Background: an optimization exercise with open tools, aiming at small area, a short achievable clock period and few clock cycles per item. Do not read the settings as production practice.
No functional check of the RTL was part of any run shown here.
No activity file was given, so power comes from the tool's default toggle rates.

==> design/flow/design.v <==
`timescale 1ns / 1ps
module Optical_8x8ctrl_top#(
    parameter       P_BAR       =   1'b0,
    parameter       P_CROSS     =   1'b1,
    parameter       P_DSTWIDTH  =   3   ,
    parameter       P_PORTNUM   =   8   ,
    parameter       P_SWITCHNUM =   4
)(
    input                                   i_clk           ,
    input                                   i_rst           ,
    input  [P_DSTWIDTH*P_PORTNUM - 1:0]     i_8x8_req       ,
    input                                   i_8x8_valid     ,
    output [19:0]                           o_grant_8x8     ,
    output                                  o_grant_valid
);
wire [3:0]  w_s;
wire [11:0] w_e0;
wire [7:0]  w_d1;
reg  [3:1]  r_s;
reg  [11:0] r_e0;
reg  [7:0]  r_d1;
reg         r_valid;
benes8_route u_route (.i_req(i_8x8_req), .o_s(w_s), .o_e0(w_e0), .o_d1(w_d1));
benes8_finish u_fin (.i_s({r_s, 1'b0}), .i_e0(r_e0), .i_d1(r_d1), .o_grant(o_grant_8x8));
assign o_grant_valid = r_valid;
always @(posedge i_clk) begin
    r_s  <= w_s[3:1];
    r_e0 <= w_e0;
    r_d1 <= w_d1;
end
always @(posedge i_clk or posedge i_rst) begin
    if (i_rst) r_valid <= 1'b0;
    else       r_valid <= i_8x8_valid;
end
endmodule
module benes4_route(
    input  [7:0] d,
    output [5:0] g
);
wire [3:0] z0, z1, z2, z3;    
wire [3:0] hi;                
genvar i;
generate
    for (i = 0; i < 4; i = i + 1) begin : g_dec
        assign z0[i] = d[2*i +: 2] == 2'd0;
        assign z1[i] = d[2*i +: 2] == 2'd1;
        assign z2[i] = d[2*i +: 2] == 2'd2;
        assign z3[i] = d[2*i +: 2] == 2'd3;
        assign hi[i] = d[2*i+1];
    end
endgenerate
assign g[0] = ~z0[0];
assign g[1] = z0[2] | z0[3];
assign g[3] = z0[3];
assign g[2] = (hi[0] & (z1[1] | z1[2] | z1[3])) | (hi[1] & (z1[2] | z1[3])) | (hi[2] & z1[3]);
assign g[4] = ~((z1[0] & (hi[1] | hi[2] | hi[3])) | (z1[1] & (hi[2] | hi[3])) | (z1[2] & hi[3]));
assign g[5] = (z3[0] & (z2[1] | z2[2] | z2[3])) | (z3[1] & (z2[2] | z2[3])) | (z3[2] & z2[3]);
endmodule
module benes8_route(
    input  [23:0] i_req,
    output [3:0]  o_s,
    output [11:0] o_e0,
    output [7:0]  o_d1
);
wire [2:0] dst [0:7];
wire [1:0] D   [0:7];
genvar gi;
generate
    for (gi = 0; gi < 8; gi = gi + 1) begin : g_in
        assign dst[gi] = i_req[3*gi +: 3];
        assign D[gi]   = i_req[3*gi+1 +: 2];
    end
endgenerate
wire e02 = D[0] == D[2], e04 = D[0] == D[4];
wire e13 = D[1] == D[3], e14 = D[1] == D[4], e15 = D[1] == D[5];
wire e16 = D[1] == D[6], e17 = D[1] == D[7];
wire e24 = D[2] == D[4], e25 = D[2] == D[5], e27 = D[2] == D[7];
wire e34 = D[3] == D[4], e35 = D[3] == D[5], e36 = D[3] == D[6], e37 = D[3] == D[7];
wire e47 = D[4] == D[7], e57 = D[5] == D[7];
wire [3:0] s;
assign s[0] = 1'b0;
assign s[1] = e13 | e02 | (e15 & e34) | (e14 & e35) | (e17 & e36) | (e16 & e37);
assign s[2] = e04 | e15 | ((e24 | e35) & ~s[1]) | ((e34 | e25) & s[1]);
assign s[3] = e17 | (e27 & s[1]) | (e37 & ~s[1]) | (e47 & s[2]) | (e57 & ~s[2]);
generate
    for (gi = 0; gi < 4; gi = gi + 1) begin : g_sub
        assign o_e0[3*gi +: 3] = s[gi] ? dst[2*gi+1] : dst[2*gi];
        assign o_d1[2*gi +: 2] = s[gi] ? D[2*gi] : D[2*gi+1];
    end
endgenerate
assign o_s = s;
endmodule
module benes8_finish(
    input  [3:0]  i_s,
    input  [11:0] i_e0,
    input  [7:0]  i_d1,
    output [19:0] o_grant
);
genvar gi;
wire [2:0] e0 [0:3];
wire [7:0] d0;
generate
    for (gi = 0; gi < 4; gi = gi + 1) begin : g_sub
        assign e0[gi] = i_e0[3*gi +: 3];
        assign d0[2*gi +: 2] = e0[gi][2:1];
    end
endgenerate
wire [5:0] g0, g1;
benes4_route u_sub0 (.d(d0), .g(g0));
benes4_route u_sub1 (.d(i_d1), .g(g1));
wire [3:0] go;
generate
    for (gi = 0; gi < 4; gi = gi + 1) begin : g_out
        assign go[gi] = ((e0[0][2:1] == gi) & e0[0][0]) | ((e0[1][2:1] == gi) & e0[1][0]) |
                        ((e0[2][2:1] == gi) & e0[2][0]) | ((e0[3][2:1] == gi) & e0[3][0]);
    end
endgenerate
assign o_grant = {go, i_s, g1, g0};
endmodule
==> design/flow/flow/run.sh <==
#!/bin/bash
# Standard ORFS layout (the standard.sh) with plain buffers instead of delay
# buffers on the ports, minimum-size output-port buffers and smaller clock-tree
# buffers. All tool output goes to flow.log in the work folder; ORFS's per-step
# logs stay under orfs/logs/.
set -euo pipefail
cd "$(dirname "$0")/.."
W=$(pwd)
export BUFFER_PORTS_ARGS="-buffer_cell sky130_fd_sc_hd__buf_2"
export POST_GLOBAL_PLACE_TCL=$W/flow/outbuf.tcl
export CTS_ARGS="-sink_clustering_enable -repair_clock_nets -buf_list {${CTSBUF:-sky130_fd_sc_hd__clkbuf_8}} -root_buf ${CTSROOT:-sky130_fd_sc_hd__clkbuf_8} -dont_use_dummy_load"
bash standard.sh > flow.log 2>&1
==> design/flow/flow/outbuf.tcl <==
# After port buffering and global placement: shrink each output port's buffer
# to the minimum size (it drives only the port's load).
foreach inst [get_cells output*] {
  set cell [get_property $inst ref_name]
  if {$cell eq "sky130_fd_sc_hd__buf_2"} {
    replace_cell $inst sky130_fd_sc_hd__buf_1
  }
}
==> design/flow/standard.sh <==
#!/bin/bash
# synth_recipe.tcl (not shown) runs the flow's synth.tcl, then flattens the netlist and writes it again
# the make line also repeats each setting of config.mk as NAME=value (left out here)
make -C /OpenROAD-flow-scripts/flow DESIGN_CONFIG=/design/flow/config.mk WORK_HOME=/design/flow/orfs CLKGATE_MAP_FILE= SYNTH_SCRIPT=/design/flow/synth_recipe.tcl "${@:-finish}"
==> design/flow/config.mk <==
export PLATFORM = sky130hd
export DESIGN_NAME = Optical_8x8ctrl_top
export DESIGN_NICKNAME = Optical_8x8ctrl_top
export VERILOG_FILES = /design/flow/design.v
export SDC_FILE = /design/flow/constraint.sdc
export NUM_CORES = 4
export LEC_CHECK = 0
export CAP_MARGIN = 20
export CORE_MARGIN = 2
export CORE_UTILIZATION = 60
export SLEW_MARGIN = 20
==> design/flow/constraint.sdc <==
create_clock -name core_clock -period 19.0 [get_ports {i_clk}]
set_input_delay 3.8000 -clock core_clock [delete_from_list [all_inputs] [get_ports {i_clk}]]
set_output_delay 3.8000 -clock core_clock [all_outputs]
set_load 0.01 [all_outputs]
==> results of run 1 <==
[power groups by stage]
stage	combinational (uW)	clock, uW	sequential [uW]
CTS	66.6	28.5	68.3
floorplan	51.9	0	67.2
global route	73.4	30.6	69.8
detailed placement	66.3	0	69.5
global placement	67.6	0	68.9
finish	66.2	27.7	68.6
[cell usage after synthesis (2+ instances only)]
library cell / number / area (um^2)
o32ai_1: 2 / 17.5
nor2b_1: 7 / 43.8
dfxtp_1: 23 / 460
nor4_1: 3 / 18.8
buf_4: 5 / 37.5
a21oi_1: 4 / 20.0
a22oi_1: 4 / 30.0
xnor2_1: 6 / 52.6
clkbuf_1: 2 / 7.51
nand2_1: 8 / 30.0
o22ai_1: 8 / 50.1
nand3_1: 5 / 25.0
or2_2: 2 / 12.5
nor2_1: 9 / 33.8
mux2_2: 10 / 113
mux2_4: 6 / 90.1
a31oi_1: 2 / 12.5
buf_2: 8 / 40.0
nand2b_1: 3 / 18.8
xor2_1: 26 / 228
inv_1: 8 / 30.0
[layer usage]
layer,up-vias,GRT usage,wire (um)
met3,2,0.0403,207
met4,0,0.0366,13
met1,599,0.297,1340
met5,-,0,0
li1,652,-,-
met2,55,0.411,1570
[sequential cells by signal, indices dropped and copies added (netlist names)]
signal and flops:
r_d1 8, r_e0 12, r_s 3, r_valid 1
[cell type report]
class / count / area (um^2) / area share
multi-input cells: 123 / 966 / 0.549
flip-flops and latches: 24 / 485 / 0.276
repair buffers: 45 / 200 / 0.114
clock buffers: 3 / 41.3 / 0.0235
well taps: 30 / 37.5 / 0.0213
inverters: 8 / 30.0 / 0.0171
[critical path, delay by kind of cell]
family | cells | cell delay (ps)
muxes | 3 | 1030
and+or+nand+nor | 3 | 750
buffers and inverters | 1 | 160
xor gates and xnor gates | 1 | 190
[logic make-up after synthesis]
group | after synthesis | synth area share
XOR/XNOR | 32 | 0.179
buffers and inverters | 23 | 0.0735
flip-flops | 24 | 0.310
multiplexers | 18 | 0.150
other | 1 | 0.00239
AO/OA/AOI/OAI | 30 | 0.136
AND/OR/NAND/NOR | 42 | 0.149
[how the worst max path moves through the flow]
stage / startpoint / to
2_1_floorplan: i_8x8_req[11] / r_d1[6]
3_3_place_gp: i_8x8_req[11] / r_d1[6]
3_5_place_dp: i_8x8_req[11] / r_d1[6]
4_1_cts: i_8x8_req[11] / r_d1[6]
5_1_grt: i_8x8_req[11] / r_d1[6]
6_report: i_8x8_req[11] / r_d1[6]
[stage by stage]
stage               total power (uW)  hold slack, ps   util  instance area [um^2]
detailed placement               136            3630  0.694                  1720
global route                     174            3360  0.711                  1760
floorplan                        119            3530      -                  1570
CTS                              163            3360  0.711                  1760
global placement                 137            3630  0.704                  1740
finish                           162            3360  0.711                  1760
==> results by group, run 1 <==
Critical path
  • CP max-delay cell: nor4_1
  • Max stage delay on crit path: 480 ps
  • Crit-path cells: buf_2, xor2_1, nor4_1, nor4_4, nand2_4, mux2_4, mux2i_4, mux2_4
  • CP Capture Type: flop
  • CP most frequent cell: mux2_4
  • Required time of the critical path: 19140 ps
  • Startpoint types: primary input
  • Crit Path Category: in2reg
  • CP Max Fanout: 7
  • Crit path DAT: 5930 ps

Pwr
  • Power Density: 92.3 mW/mm^2
  • Sw frac: 0.349
  • Combinational cell fraction of total power: 0.407
  • Clock power share: 0.170
  • Sequential power share: 0.422
  • Switching Power: 56.7 uW
  • Internal power: 106 uW
  • Leak Pwr: 0.000764 uW
  • VDD IR max: 0.0000715 V

Status
  • Status: complete, no violations

Logic synthesis
  • Synth Register Bits: 24
  • Post-synthesis cell area: 0.00157 mm^2
  • Post-synth top flop: dfxtp_1
  • Synthesized instance count: 170
  • Sequential area share after synthesis: 0.310
  • Syn. warnings: 3
  • Synth Area per Inst: 9.21 um^2
  • Asr flop ratio synth: 0.0417
  • Number of flops mapped to enable cells by yosys: 0
  • Cell variety after synth: 40
  • Syn nets: 197

Clock network
  • Clk pin slew, worst setup/hold paths: 70 ps
  • Num CTS Buffers: 3
  • Depth of the CTS H-tree: 1
  • Root Buffer: clkbuf_8
  • CTS tree: done
  • Cts hold-fix bufs: 0
  • CTS resizes: 0
  • Clock Path Buffers: 2
  • CTS Sinks: 24
  • Post-CTS Repair Setup Buffers: 0

Timing
  • Worst rel slew slack: 0.669
  • Slew Limit Fails: 0
  • Final period utilization: 0.305
  • Slew @ Worst Pin: 492 ps
  • Hold Fails Final Rpt: 0
  • Fin worst setup slack: 13210 ps
  • Setup TNS: 0 ps
  • RSZ-0062 raised after global routing: false
  • Tmin final: 5790 ps
  • Fmax achieved: 173 MHz
  • Setup violations, final: 0

Finish
  • P&R area growth vs syn: 12.4%
  • Share of layout cells above drive strength 1: 0.246
  • Nets@finish: 232
  • Fill cells: 218
  • Commonest cells after routing, fill and taps aside: xor2_1 (26), buf_2 (25), dfxtp_1 (23)
  • Layout Cells excl Fill: 233
  • Most common cell after layout, fill and taps aside: xor2_1
  • Number of diodes: 0

Floorplan
  • Row cnt: 18
  • Die H: 55.1 um
  • Chip width: 55.1 um
  • Die area: 0.00304 mm^2
  • Initial Util: 0.632
  • IO Pins: 48
  • Core Region: 0.00248 mm^2

Drt
  • Vias per cell: 5.61
  • First-pass DRT Iterations: 4
  • Remaining DRCs: 0
  • Routed wire length: 3130 um
  • Avg WL per Cell: 13.4 um
  • Initial DRC Count: 33
  • Vias: 1308
  • ANT nets after route: 0

Global route
  • All-Layer GR Usage: 0.231
  • Largest net degree at the start of global routing: 13
  • First-pass GRT wire length: 4980 um
  • Vias in the first global route: 1113
  • Initial antenna violation count: 0
  • Grt total ovfl: 0

Run
  • Max-Cap Viols: 0

Min path
  • Hold WC Path Type: in2async

Placed design
  • Final HPWL DP: 2440 um
  • PortBufs: 45
  • Pre-CTS WS: 12930 ps
  • DP Cell Count: 230
==> run 2: changes to the inputs <==
--- a/design/flow/config.mk
+++ b/design/flow/config.mk
@@ -9,3 +9,3 @@
 export CORE_MARGIN = 2
-export CORE_UTILIZATION = 60
+export CORE_UTILIZATION = 40
 export SLEW_MARGIN = 20
==> run 2 against run 1 <==
Still clean. Die area increased by 46%. Clock power about the same. Critical path depth unchanged. Non-clock buffer count unchanged. Via count increased by 4.5%. Global-route usage decreased by 6.5 points. Critical path type unchanged.
==> results by group, run 2 <==
Status
  • Status: complete, no violations

Critical path
  • Critical path endpoint: r_e0[9]
  • Crit. Startpoint: i_8x8_req[11]
  • CP Capture Type: flop
  • Crit path DAT: 6010 ps
  • Startpoint types: primary input
  • Crit Path Category: in2reg
  • CP Max Fanout: 7
  • Required time of the critical path: 19140 ps

Logic synthesis
  • Synth top cells by count: xor2_1 (26), dfxtp_1 (23), mux2_2 (10), nor2_1 (9)
  • Sequential area share after synthesis: 0.310
  • Largest cells by area after synthesis: dfxtp_1 (29%), xor2_1 (15%), mux2_2 (7.2%), mux2_4 (5.8%), xnor2_1 (3.4%)
  • Synth Register Bits: 24
  • Post-synthesis cell area: 0.00157 mm^2
  • Asr flop ratio synth: 0.0417
  • Syn. warnings: 3
  • Synth Area per Inst: 9.21 um^2
  • Cell with the most instances after synthesis: xor2_1
  • Syn nets: 197
  • Top cell type's share of synthesized area: 0.294
  • Synthesized instance count: 170
  • Cell taking the most area after synthesis: dfxtp_1
  • Number of flops mapped to enable cells by yosys: 0
  • Cell variety after synth: 40
  • Post-synth top flop: dfxtp_1

Pwr
  • Combinational cell fraction of total power: 0.411
  • Power Density: 91.8 mW/mm^2
  • VDD IR max: 0.0000283 V
  • Leak Pwr: 0.000764 uW
  • Internal power: 106 uW
  • Sw frac: 0.354
  • Clock power share: 0.168
  • Switching Power: 57.9 uW
  • Sequential power share: 0.421

Global route
  • Largest net degree at the start of global routing: 15
  • First-pass GRT wire length: 5690 um
  • All-Layer GR Usage: 0.166
  • Grt total ovfl: 0
  • Initial antenna violation count: 0
  • Vias in the first global route: 1256

Timing
  • Setup violations, final: 0
  • Slew Limit Fails: 0
  • Fin worst setup slack: 13130 ps
  • Slew @ Worst Pin: 538 ps
  • Tmin final: 5870 ps
  • Fmax achieved: 170 MHz
  • Final period utilization: 0.309
  • Hold Fails Final Rpt: 0
  • RSZ-0062 raised after global routing: false
  • Setup TNS: 0 ps
  • Worst rel slew slack: 0.638
  • Final hold slack: 3360 ps

Drt
  • ANT nets after route: 0
  • Initial DRC Count: 74
  • First-pass DRT Iterations: 4
  • Vias: 1367
  • Vias per cell: 5.45
  • Remaining DRCs: 0
  • Avg WL per Cell: 14.1 um
  • Routed wire length: 3530 um

Clock network
  • Num CTS Buffers: 3
  • Root Buffer: clkbuf_8
  • Post-CTS Repair Setup Buffers: 0
  • Depth of the CTS H-tree: 1
  • Clk pin slew, worst setup/hold paths: 80 ps
  • CTS tree: done
  • CTS resizes: 0
  • Cts hold-fix bufs: 0
  • Clock Path Buffers: 2
  • CTS Sinks: 24

Floorplan
  • Die area: 0.00443 mm^2
  • Chip width: 66.6 um
  • Core Region: 0.00372 mm^2
  • Row cnt: 22
  • Initial Util: 0.422
  • Die H: 66.6 um
  • IO Pins: 48

Min path
  • Hold WC Path Type: in2async

Finish
  • Max reg flops: 12
  • Fill cells: 357
  • Top reg by flops: r_e0
  • Number of diodes: 0
  • Nets@finish: 232
  • P&R area growth vs syn: 13.8%
  • Share of layout cells above drive strength 1: 0.246
  • Most common cell after layout, fill and taps aside: xor2_1
  • Largest registers: r_e0: 12 flops, r_d1: 8 flops, r_s: 3 flops
  • Layout Cells excl Fill: 251
  • Fin util: 0.480
  • Commonest cells after routing, fill and taps aside: xor2_1 (26), buf_2 (25), dfxtp_1 (23)

Placed design
  • DP Cell Count: 248
  • Final HPWL DP: 2770 um
  • Pre-CTS WS: 12810 ps
  • PortBufs: 45

Run
  • Max-Cap Viols: 0
[run 2: cells by family after synthesis]
family          share of synthesized area
simple gates                        0.149
xor+xnor                            0.179
compound gates                      0.136
flops                               0.310
buf+inv                            0.0735
mux                                 0.150
other cells                       0.00239
[run 2: metrics by stage]
stage | area (um^2) | power, uW
6_report | 1780 | 164
3_5_place_dp | 1740 | 137
2_1_floorplan | 1570 | 119
3_3_place_gp | 1770 | 137
4_1_cts | 1780 | 165
5_1_grt | 1780 | 175
[run 2: how the worst min path moves through the flow]
stage | endpoint | startpoint | cells past startpoint | slack (ps)
after floorplan | r_valid | i_rst | 1 | 3530
after global placement | r_valid | i_rst | 2 | 3630
after detailed placement | r_valid | i_rst | 2 | 3640
after CTS | r_valid | i_rst | 2 | 3350
after global routing | r_valid | i_rst | 2 | 3350
final | r_valid | i_rst | 2 | 3360
[run 2: cell type report]
class,count,area (um^2),area share
sequential,24,485,0.272
clock buffer,3,41.3,0.0232
timing repair buffer,45,200,0.112
tap,48,60.1,0.0337
inverter,8,30.0,0.0168
multi-input combinational,123,966,0.542
[run 2: critical path, cell delays in order]
cell	delay [ps]
buf_2	170
xor2_1	190
nor4_1	520
nor4_4	140
nand2_4	150
mux2_4	380
mux2i_4	330
mux2_4	330
[run 2: layer usage]
layer / wire length (um) / track usage / vias up
li1: - / - / 645
met1: 1520 / 0.211 / 640
met2: 1700 / 0.290 / 71
met3: 234 / 0.0101 / 11
met4: 73 / 0.0663 / 0
met5: 0 / 0 / -
[run 2: power by group through the flow]
stage	sequential, uW	combinational (uW)	clock (uW)
2_1_floorplan	67.2	51.9	0
3_3_place_gp	69.1	68.2	0
3_5_place_dp	69.6	67.3	0
4_1_cts	68.5	67.6	28.7
5_1_grt	69.9	73.6	31.1
6_report	68.9	67.2	27.5
==> run 3: changes to the inputs <==
==> design/flow/flow/run.sh (replaced) <==
#!/bin/bash
# The standard layout (standard.sh), changed in four ways:
#  - synthesis maps the logic with this flow's ABC script (flow/abc.script),
#    otherwise it is the standard flow's synthesis script unchanged;
#  - ports get plain buffers (buf_2) instead of delay buffers, and output
#    port buffers are then shrunk to buf_1 (flow/outbuf.tcl);
#  - the clock tree uses clkbuf_8 without dummy loads.
# All tool output goes to flow.log in the work folder; ORFS's per-step logs
# stay under orfs/logs/.
set -euo pipefail
cd "$(dirname "$0")/.."
W=$(pwd)
{ head -n 1 synth_recipe.tcl; cat flow/abc_override.tcl; tail -n +2 synth_recipe.tcl; } > own_synth.tcl
sed "s#SYNTH_SCRIPT=[^ ]*#SYNTH_SCRIPT=$W/own_synth.tcl#" standard.sh > own_standard.sh
grep -q "SYNTH_SCRIPT=$W/own_synth.tcl" own_standard.sh
export OWN_ABC_SCRIPT=$W/flow/abc.script
export BUFFER_PORTS_ARGS="-buffer_cell sky130_fd_sc_hd__buf_2"
export POST_GLOBAL_PLACE_TCL=$W/flow/outbuf.tcl
export CTS_ARGS="-sink_clustering_enable -repair_clock_nets -buf_list {sky130_fd_sc_hd__clkbuf_8} -root_buf sky130_fd_sc_hd__clkbuf_8 -dont_use_dummy_load"
bash own_standard.sh > flow.log 2>&1
==> design/flow/flow/abc.script (new file) <==
&get -n
&st
&dch
&nf
&st
&syn2
&if -g -K 6
&synch2
&nf
&st
&syn2
&if -g -K 6
&synch2
&nf
&put
==> design/flow/flow/abc_override.tcl (new file) <==
# Technology mapping with this flow's own ABC script (flow/abc.script) in place
# of ORFS's; everything else in the standard flow's synthesis stays as it is.
proc abc {args} {
  set i [lsearch -exact $args -script]
  if {$i >= 0} { lset args [expr {$i + 1}] $::env(OWN_ABC_SCRIPT) }
  yosys abc {*}$args
}
==> run 3 against run 2 <==
Still clean. Global-route usage increased by 1.1 points. Power decreased by 4.5%. Combinational power decreased by 12%. Sequential share of layout area increased by 0.93 points. Fmax decreased by 9.9%. Sequential power about the same. Worst hold slack improved by 5.5 ps. Final cell count decreased by 1.2%. Routed wire length decreased by 0.11%. Clock-buffer cell count unchanged. Non-clock buffer count unchanged.
==> results by group, run 3 <==
Status
  • Status: complete, no violations

Floorplan
  • Die area: 0.00408 mm^2
  • Initial Util: 0.423
  • Die H: 63.8 um
  • Row cnt: 21
  • IO Pins: 48
  • Core Region: 0.00339 mm^2
  • Chip width: 63.8 um

Critical path
  • Crit Path Category: in2reg
  • CP Max Fanout: 7
  • Required time of the critical path: 19130 ps
  • CP Capture Type: flop
  • Crit path DAT: 6650 ps
  • Startpoint types: primary input

Timing
  • Fmax achieved: 153 MHz
  • Final period utilization: 0.343
  • Setup TNS: 0 ps
  • Slew Limit Fails: 0
  • Worst rel slew slack: 0.573
  • Setup violations, final: 0
  • Tmin final: 6520 ps
  • Hold Fails Final Rpt: 0
  • Slew @ Worst Pin: 623 ps
  • RSZ-0062 raised after global routing: false

Logic synthesis
  • Synth Area per Inst: 9.24 um^2
  • Synth top cells by count: xor2_1 (26), dfxtp_1 (23), mux2_1 (16), nor2b_1 (9)
  • Post-synthesis cell area: 0.00143 mm^2
  • Cell with the most instances after synthesis: xor2_1
  • Synthesized instance count: 155
  • Largest cells by area after synthesis: dfxtp_1 (32%), xor2_1 (16%), mux2_1 (13%), nor2b_1 (3.9%), xnor2_1 (3.7%)
  • Cell taking the most area after synthesis: dfxtp_1
  • Syn nets: 182
  • Synth Register Bits: 24
  • Syn. warnings: 3
  • Post-synth top flop: dfxtp_1
  • Sequential area share after synthesis: 0.339
  • Asr flop ratio synth: 0.0417
  • Top cell type's share of synthesized area: 0.321
  • Number of flops mapped to enable cells by yosys: 0
  • Cell variety after synth: 33

Drt
  • Routed wire length: 3530 um
  • Avg WL per Cell: 14.2 um
  • Initial DRC Count: 73
  • Remaining DRCs: 0
  • First-pass DRT Iterations: 4
  • Met1 wire length: 1570 um
  • Vias: 1325
  • Met2 WL: 1720 um
  • Vias per cell: 5.34
  • DR top layer: met4
  • Met3 wire length: 167 um
  • ANT nets after route: 0

Placed design
  • Final HPWL DP: 2730 um
  • PortBufs: 45
  • Cell area after placement: 0.00168 mm^2

Pwr
  • Final Power: 156 uW
  • Power Density: 90.6 mW/mm^2
  • VDD IR max: 0.0000296 V
  • Leak Pwr: 0.000704 uW

Finish
  • Multi-input gate area: 913 um^2
  • Fill cells: 324
  • Most common cell after layout, fill and taps aside: xor2_1
  • Share of layout cells above drive strength 1: 0.139
  • Nets@finish: 231
  • P&R area growth vs syn: 20.3%
  • Number of diodes: 0
  • Commonest cells after routing, fill and taps aside: xor2_1 (26), buf_2 (25), dfxtp_1 (23)
  • Top reg by flops: r_e0
  • Finished Cell Area: 0.00172 mm^2
  • Max reg flops: 12
  • Fin util: 0.509
  • Largest registers: r_e0: 12 flops, r_d1: 8 flops, r_s: 3 flops
  • Register area: 485 um^2

Run
  • Max-Cap Viols: 0

Clock network
  • CTS Sinks: 24
  • Cts hold-fix bufs: 0
  • Clk pin slew, worst setup/hold paths: 70 ps
  • Post-CTS Repair Setup Buffers: 0
  • CTS tree: done
  • Root Buffer: clkbuf_8
  • Num CTS Buffers: 3
  • CTS resizes: 0
  • Clock Path Buffers: 2
  • Depth of the CTS H-tree: 1

Global route
  • Initial antenna violation count: 0
  • Largest net degree at the start of global routing: 13
  • Vias in the first global route: 1271
  • First-pass GRT wire length: 5750 um
  • Grt total ovfl: 0
  • All-Layer GR Usage: 0.176

Min path
  • Hold WC Path Type: in2async
[run 3: changes by cell type after synthesis, moves of 4 or more]
cell,previous run,this run
mux2_1,0,16
mux2_2,10,0
buf_2,8,0
inv_1,8,0
clkinv_1,0,7
mux2_4,6,0
buf_4,5,1
[run 3: cell families (layout without fill, tap and decap cells)]
logic type,after synthesis,after routing,share of synthesized area
AOI/OAI and AO/OA,30,30,0.145
xor gates and xnor gates,32,32,0.196
buffers and inverters,8,55,0.0236
DFF,24,24,0.339
muxes,19,19,0.147
other,1,1,0.00262
and+or+nand+nor,41,41,0.148
[run 3: cell type report]
class	count	share of cell area
Clock buffer	3	0.0239
Inverter	7	0.0152
Multi-Input combinational cell	123	0.530
Sequential cell	24	0.282
Tap cell	46	0.0334
Timing Repair Buffer	45	0.116
[run 3: path summary, 6_finish.rpt]
| path | start | end | cells after the start |
|---|---|---|---|
| worst max-delay path | i_8x8_req[11] | r_d1[6] | 8 |
| worst min-delay path | i_rst | r_valid | 2 |
| min in group core_clock | i_8x8_req[0] | r_e0[0] | 1 |
| max in group asynchronous | i_rst | r_valid | 2 |
[run 3: worst max-delay path, cell delays in order]
cell	delay [ps]
buf_2	210
xor2_1	220
nor4_1	100
nor4_1	460
nand2_1	340
mux2_1	510
mux2i_1	600
mux2_1	410
[run 3: through the flow]
stage | instances | setup slack (ps) | hold WS (ps)
2_1_floorplan | 155 | 12960 | 3520
3_3_place_gp | 245 | 12340 | 3630
3_5_place_dp | 245 | 12260 | 3640
4_1_cts | 248 | 12530 | 3360
5_1_grt | 248 | 12290 | 3340
6_report | 248 | 12480 | 3360
[run 3: power by group]
group	switching (uW)	internal [uW]	leakage [uW]
Sequential	9.85	59.2	0.000206
Clock	13.9	14.1	0.0000216
Combinational	32.7	26.4	0.000477
Total	56.5	99.8	0.000704
[run 3: metal layers]
metal | track usage | vias to the layer above
li1 | - | 644
met5 | 0 | -
met4 | 0.0707 | 0
met3 | 0.0246 | 8
met2 | 0.306 | 49
met1 | 0.218 | 624

## port drivers added, routing unchanged
How much do the figures lean on ideal ports? The routed layouts below were timed once more, with nothing changed but the port constraints. Step 1, drivers: a clkbuf_16 drives i_clk and a buf_2 each remaining input, both assumed. Step 2 moves the port delays by t, midway between the first and last clock arrival at a register: inputs arrive t later, outputs are due t later. That takes back most of the time a late clock gives input paths. Slacks: ideal / step 1 / step 2; pairs: ideal / step 1.
run | shift t [ns] | setup WS [ns] | worst setup path at the end | clock arrival spread, ns | worst register clock-pin slew, ns
run 1 | 0.275 | 13.213 / 13.214 / 12.939 | input to register | 0.001 / 0.001 | 0.07 / 0.07
run 2 | 0.276 | 13.127 / 13.134 / 12.857 | input to register | 0.015 / 0.015 | 0.08 / 0.08
run 3 | 0.278 | 12.484 / 12.487 / 12.209 | input to register | 0.001 / 0.001 | 0.07 / 0.07
After both steps every run listed still meets setup and hold. The setup slack of run 3, which loses most, moves by +0.003 ns with the drivers and by -0.275 ns with both steps.
